This design comes from an exercise in tuning for small area and a short achievable clock period on the open sky130 flow, not from production work. Function was checked by simulation only, so behaviour that the tests miss may differ from the original. The clock input has no modelled driver; a real chip could not lean on it and would need a root buffer or a full tree. Power figures rest on the tool's default switching activity, not on a simulated workload.

Setup of build 29:
// SPI_Wrapper
module SPI_Wrapper (
    input   MOSI,
    input   wclk,
    input   wrst_n,
    input   SS_n,
    output  MISO
);
    wire       pre;
    wire       act;
    wire [9:0] word;
    wire [7:0] rd_data;
    SPI_SLAVE SPI (
        .MOSI(MOSI),
        .SS_n(SS_n),
        .clk(wclk),
        .rst_n(wrst_n),
        .rd_data(rd_data),
        .MISO(MISO),
        .pre(pre),
        .act(act),
        .word(word)
    );
    RAM Ram (
        .clk(wclk),
        .rst_n(wrst_n),
        .pre(pre),
        .MOSI(MOSI),
        .act(act),
        .din(word),
        .P(rd_data)
    );
endmodule
Size: roughly 2800 cells after synthesis, ~2100 flip-flops, about 0.047 mm2 of cells after synthesis.
==> flow/config.mk <==
export PLATFORM = sky130hd
export DESIGN_NAME = SPI_Wrapper
export DESIGN_NICKNAME = SPI_Wrapper
export VERILOG_FILES = /design/flow/design.v
export SDC_FILE = /design/flow/constraint.sdc
export NUM_CORES = 4
export LEC_CHECK = 0
export CAP_MARGIN = 30
export CORE_MARGIN = 2
export CORE_UTILIZATION = 50
export SETUP_SLACK_MARGIN = 3.8
export SLEW_MARGIN = 30
==> flow/constraint.sdc <==
create_clock -name core_clock -period 6.0 [get_ports {wclk}]
set_input_delay 1.2000 -clock core_clock [delete_from_list [all_inputs] [get_ports {wclk}]]
set_output_delay 1.2000 -clock core_clock [all_outputs]
set_load 0.01 [all_outputs]
standard.sh (not shown) runs the stock make flow with config.mk's settings and CLKGATE_MAP_FILE= SYNTH_SCRIPT=/design/flow/synth_recipe.tcl, a recipe that flattens the netlist after the stock synthesis.
==> flow/flow/run.sh <==
#!/bin/bash
# The standard layout, with the clock tree built by flow/cts_tree.tcl.
set -euo pipefail
here=$(pwd)
export PRE_CTS_TCL="$here/flow/cts_tree.tcl"
bash standard.sh > "$here/standard.log" 2>&1
==> flow/flow/cts_tree.tcl <==
# Sourced by ORFS's cts.tcl before clock tree synthesis (PRE_CTS_TCL).
# Replaces TritonCTS with a two-level tree: the clock port drives 4 root
# buffers; each root drives the leaf buffers of one quarter of the die; each
# leaf buffer drives about 32 nearby flip-flops. Sinks are split into groups
# of equal size by recursive bisection along the longer side, so every
# flip-flop sees the same two buffers and about the same load.

proc my_tree_bisect { items n } {
  if { $n <= 1 } { return [list $items] }
  set xs {}; set ys {}
  foreach p $items { lappend xs [lindex $p 1]; lappend ys [lindex $p 2] }
  set xs [lsort -integer $xs]; set ys [lsort -integer $ys]
  set key [expr { ([lindex $xs end] - [lindex $xs 0]) >= ([lindex $ys end] - [lindex $ys 0]) ? 1 : 2 }]
  set s [lsort -integer -index $key $items]
  set n1 [expr { $n / 2 }]
  set k [expr { int(round(double([llength $s]) * $n1 / $n)) }]
  return [concat [my_tree_bisect [lrange $s 0 [expr { $k - 1 }]] $n1] \
                 [my_tree_bisect [lrange $s $k end] [expr { $n - $n1 }]]]
}

proc my_tree_center { g } {
  set sx 0; set sy 0
  foreach p $g { incr sx [lindex $p 1]; incr sy [lindex $p 2] }
  set n [llength $g]
  return [list [expr { $sx / $n }] [expr { $sy / $n }]]
}

rename clock_tree_synthesis my_triton_cts
proc clock_tree_synthesis { args } {
  set leaf_size 32
  set nroot 4
  set buf sky130_fd_sc_hd__clkbuf_16
  set block [ord::get_db_block]
  set master [[ord::get_db] findMaster $buf]
  set src [lindex [get_property [lindex [all_clocks] 0] sources] 0]
  set clk [$block findNet [get_full_name $src]]
  set sinks {}
  foreach it [$clk getITerms] {
    set bb [[$it getInst] getBBox]
    lappend sinks [list $it [expr { ([$bb xMin] + [$bb xMax]) / 2 }] [expr { ([$bb yMin] + [$bb yMax]) / 2 }]]
  }
  set nleaf [expr { int(ceil(double([llength $sinks]) / $leaf_size)) }]
  set nleaf [expr { int(ceil(double($nleaf) / $nroot)) * $nroot }]
  set leaves {}
  set i 0
  foreach g [my_tree_bisect $sinks $nleaf] {
    lassign [my_tree_center $g] cx cy
    set inst [odb::dbInst_create $block $master "clkbuf_leaf_${i}_wclk"]
    $inst setLocation $cx $cy
    $inst setPlacementStatus PLACED
    set net [odb::dbNet_create $block "clknet_leaf_${i}_wclk"]
    $net setSigType CLOCK
    foreach p $g {
      set it [lindex $p 0]
      $it disconnect
      $it connect $net
    }
    [$inst findITerm X] connect $net
    lappend leaves [list $inst $cx $cy]
    incr i
  }
  set j 0
  foreach g [my_tree_bisect $leaves $nroot] {
    lassign [my_tree_center $g] cx cy
    set inst [odb::dbInst_create $block $master "clkbuf_root_${j}_wclk"]
    $inst setLocation $cx $cy
    $inst setPlacementStatus PLACED
    set net [odb::dbNet_create $block "clknet_root_${j}_wclk"]
    $net setSigType CLOCK
    foreach p $g { [[lindex $p 0] findITerm A] connect $net }
    [$inst findITerm X] connect $net
    [$inst findITerm A] connect $clk
    incr j
  }
  puts "bench clock tree: [llength $sinks] sinks, $nleaf leaf buffers, $nroot root buffers"
  set_propagated_clock [all_clocks]
}
Build 29 completed end to end with timing, DRC and antenna clean.
The following lists how build 53 was set up differently from build 29:
- CORE_UTILIZATION: 50 -> 55
--- a/flow/flow/cts_tree.tcl
+++ b/flow/flow/cts_tree.tcl
@@ -3,2 +3,2 @@
-# buffers; each root drives the leaf buffers of one quarter of the die; each
-# leaf buffer drives about 32 nearby flip-flops. Sinks are split into groups
+# buffers (buf_16); each root drives the leaf buffers of one quarter of the
+# die; each leaf buffer (buf_12) drives about 28 nearby flip-flops. Sinks are split into groups
@@ -30 +30 @@
-  set leaf_size 32
+  set leaf_size 28
@@ -32 +31,0 @@
-  set buf sky130_fd_sc_hd__clkbuf_16
@@ -34 +33,2 @@
-  set master [[ord::get_db] findMaster $buf]
+  set master [[ord::get_db] findMaster sky130_fd_sc_hd__buf_16]
+  set lmaster [[ord::get_db] findMaster sky130_fd_sc_hd__buf_12]
@@ -48 +48 @@
-    set inst [odb::dbInst_create $block $master "clkbuf_leaf_${i}_wclk"]
+    set inst [odb::dbInst_create $block $lmaster "clkbuf_leaf_${i}_wclk"]
==> comparison <==
- Looking at the reports, build 53 completed the entire flow and the layout it produced met the timing, design-rule and antenna checks.
- Build 53 against build 29; number of vias in the routed layout is up slightly.
- Build 53 leaves more setup margin than build 29.
- Diff build 29 and build 53: cell row count higher in build 29
Here is what was changed in the inputs of build 70 compared with build 53.
- a change of SETUP_SLACK_MARGIN from 3.8 to 3.9
- a change of CORE_UTILIZATION from 55 to 70
--- a/flow/flow/cts_tree.tcl
+++ b/flow/flow/cts_tree.tcl
@@ -3,2 +3,2 @@
-# buffers (buf_16); each root drives the leaf buffers of one quarter of the
-# die; each leaf buffer (buf_12) drives about 28 nearby flip-flops. Sinks are split into groups
+# buffers; each root drives the leaf buffers of one quarter of the die; each
+# leaf buffer drives about 32 nearby flip-flops. Sinks are split into groups
@@ -30 +30 @@
-  set leaf_size 28
+  set leaf_size 32
@@ -31,0 +32 @@
+  set buf sky130_fd_sc_hd__clkbuf_16
@@ -33,2 +34 @@
-  set master [[ord::get_db] findMaster sky130_fd_sc_hd__buf_16]
-  set lmaster [[ord::get_db] findMaster sky130_fd_sc_hd__buf_12]
+  set master [[ord::get_db] findMaster $buf]
@@ -48 +48 @@
-    set inst [odb::dbInst_create $block $lmaster "clkbuf_leaf_${i}_wclk"]
+    set inst [odb::dbInst_create $block $master "clkbuf_leaf_${i}_wclk"]
Findings:
Build 70 finished every stage and its layout cleared the timing, design-rule and antenna checks.
The higher slack of the critical path came out of build 53.
From build 53 to build 70 the numbers moved as follows: all-layer global routing usage picked up an extra 5.3 points; flop-to-flop setup slack picked up an extra 0.07 ns.
Changes in build 59 relative to build 70:
- CORE_UTILIZATION: 70 -> 50
- SETUP_SLACK_MARGIN: 3.9 -> 3.8
- GPL_TIMING_DRIVEN: unset -> 0
--- outcome ---
- Between build 59 and build 70, time the worst path needs with I/O delays and setup is lower for build 70, build 59 comes in above that.
- Re sequential share of layout area: build 59 and build 70 aren't equal, and the lower value belongs to build 59.
- | required time at the endpoint of the critical path | lower: build 70 |
- Measured against each other, build 59 and build 70 differ in routed wire length, the higher figure coming from build 59.
- Compared with build 70, in build 59 tapcell count rose by about 44%; portion of total power attributed to the clock network ~0 delta.
#### Input delta (build 3 over build 59)
- a deleted GPL_TIMING_DRIVEN that had been 0
- a change of SETUP_SLACK_MARGIN from 3.8 to 3.9
--- a/flow/flow/cts_tree.tcl
+++ b/flow/flow/cts_tree.tcl
@@ -6 +6,2 @@
-# flip-flop sees the same two buffers and about the same load.
+# flip-flop sees the same two buffers and about the same load. A group that
+# spans more than 80 um is split again.
@@ -20,0 +22,20 @@
+proc my_tree_hp { g } {
+  set xs {}; set ys {}
+  foreach p $g { lappend xs [lindex $p 1]; lappend ys [lindex $p 2] }
+  set xs [lsort -integer $xs]; set ys [lsort -integer $ys]
+  return [expr { [lindex $xs end] - [lindex $xs 0] + [lindex $ys end] - [lindex $ys 0] }]
+}
+
+# Split any group wider than hp_max (half-perimeter, dbu) in two.
+proc my_tree_split { groups hp_max } {
+  set out {}
+  foreach g $groups {
+    if { [llength $g] >= 8 && [my_tree_hp $g] > $hp_max } {
+      set out [concat $out [my_tree_split [my_tree_bisect $g 2] $hp_max]]
+    } else {
+      lappend out $g
+    }
+  }
+  return $out
+}
+
@@ -32 +52,0 @@
-  set buf sky130_fd_sc_hd__clkbuf_16
@@ -34 +54,2 @@
-  set master [[ord::get_db] findMaster $buf]
+  set master [[ord::get_db] findMaster sky130_fd_sc_hd__clkbuf_16]
+  set lmaster [[ord::get_db] findMaster sky130_fd_sc_hd__clkbuf_16]
@@ -46 +67,4 @@
-  foreach g [my_tree_bisect $sinks $nleaf] {
+  set hp_max [expr { 80 * [$block getDbUnitsPerMicron] }]
+  set groups [my_tree_split [my_tree_bisect $sinks $nleaf] $hp_max]
+  set nleaf [llength $groups]
+  foreach g $groups {
@@ -48 +72 @@
-    set inst [odb::dbInst_create $block $master "clkbuf_leaf_${i}_wclk"]
+    set inst [odb::dbInst_create $block $lmaster "clkbuf_leaf_${i}_wclk"]
Findings:
- When the final numbers for build 59 and build 3 were put side by side, the detailed-route via count turned out to be greater in build 59.
- Build 59 has a lower clock skew than build 3.
- Delta(clock latency on the worst-skew pair, build 3 - build 59) > 0
- Comparing met1 global-route usage for build 59 and build 3, the smaller number came from build 3.
- Summary of build 3 over build 59: critical path data arrival time fell 1.67 ns, part of the total power dissipated in the clock network picked up an extra 0.7 points.
Changes in build 24 relative to build 3:
- SETUP_SLACK_MARGIN now 3.8, was 3.9
--- a/flow/flow/cts_tree.tcl
+++ b/flow/flow/cts_tree.tcl
@@ -3,2 +3,2 @@
-# buffers; each root drives the leaf buffers of one quarter of the die; each
-# leaf buffer drives about 32 nearby flip-flops. Sinks are split into groups
+# buffers (buf_16); each root drives the leaf buffers of one quarter of the
+# die; each leaf buffer (buf_12) drives about 28 nearby flip-flops. Sinks are split into groups
@@ -6,2 +6 @@
-# flip-flop sees the same two buffers and about the same load. A group that
-# spans more than 80 um is split again.
+# flip-flop sees the same two buffers and about the same load.
@@ -22,20 +20,0 @@
-proc my_tree_hp { g } {
-  set xs {}; set ys {}
-  foreach p $g { lappend xs [lindex $p 1]; lappend ys [lindex $p 2] }
-  set xs [lsort -integer $xs]; set ys [lsort -integer $ys]
-  return [expr { [lindex $xs end] - [lindex $xs 0] + [lindex $ys end] - [lindex $ys 0] }]
-}
-
-# Split any group wider than hp_max (half-perimeter, dbu) in two.
-proc my_tree_split { groups hp_max } {
-  set out {}
-  foreach g $groups {
-    if { [llength $g] >= 8 && [my_tree_hp $g] > $hp_max } {
-      set out [concat $out [my_tree_split [my_tree_bisect $g 2] $hp_max]]
-    } else {
-      lappend out $g
-    }
-  }
-  return $out
-}
-
@@ -51 +30 @@
-  set leaf_size 32
+  set leaf_size 28
@@ -54,2 +33,2 @@
-  set master [[ord::get_db] findMaster sky130_fd_sc_hd__clkbuf_16]
-  set lmaster [[ord::get_db] findMaster sky130_fd_sc_hd__clkbuf_16]
+  set master [[ord::get_db] findMaster sky130_fd_sc_hd__buf_16]
+  set lmaster [[ord::get_db] findMaster sky130_fd_sc_hd__buf_12]
@@ -67,4 +46 @@
-  set hp_max [expr { 80 * [$block getDbUnitsPerMicron] }]
-  set groups [my_tree_split [my_tree_bisect $sinks $nleaf] $hp_max]
-  set nleaf [llength $groups]
-  foreach g $groups {
+  foreach g [my_tree_bisect $sinks $nleaf] {
Notes after the runs:
Lower leakage dissipation was reported by build 24, not build 3.
Cell count of build 24 is on par with build 3.
Summary of build 24 over build 3: initial antenna violation count lower, internal power lower, global-route usage lower.
In every run of this note, the design's own scripts or RTL, not TritonCTS, make the clock network.

-- static timing again, ports no longer ideal --
The flow's constraints put no driver on any port. The routed layouts listed below were extracted and timed again, unchanged, in two steps. Step 1, drivers: a clkbuf_16 drives wclk and a buf_2 each remaining input, both assumed. Step 2 adds t to the input delays and takes it off the output delays; t is the mean of the earliest and latest rising clock arrival at the registers after step 1. Input paths then give back, and output paths get back, about the clock's delay inside the block. Slacks: no drivers / after step 1 / after step 2; pairs: no drivers / after step 1.
run	t (ns)	setup WS [ns]	worst hold slack (ns)	worst setup path after step 2
build 29	0.639	3.787 / 3.645 / 3.382	0.302 / 0.302 / 0.302	input to register
build 53	0.629	3.791 / 3.636 / 3.397	0.314 / 0.314 / 0.314	input to register
build 70	0.625	3.777 / 3.644 / 3.652	0.308 / 0.308 / 0.308	input to register
build 59	0.645	3.759 / 3.640 / 3.595	0.309 / 0.309 / 0.309	input to register
build 3	0.636	3.863 / 3.725 / 3.587	0.290 / 0.290 / 0.290	input to register
build 24	0.629	3.796 / 3.639 / 3.393	0.312 / 0.313 / 0.313	input to register
After both steps setup and hold are still met in every run listed. For build 29, which loses most, drivers alone change the setup slack by -0.142 ns; drivers and shift together by -0.405 ns.
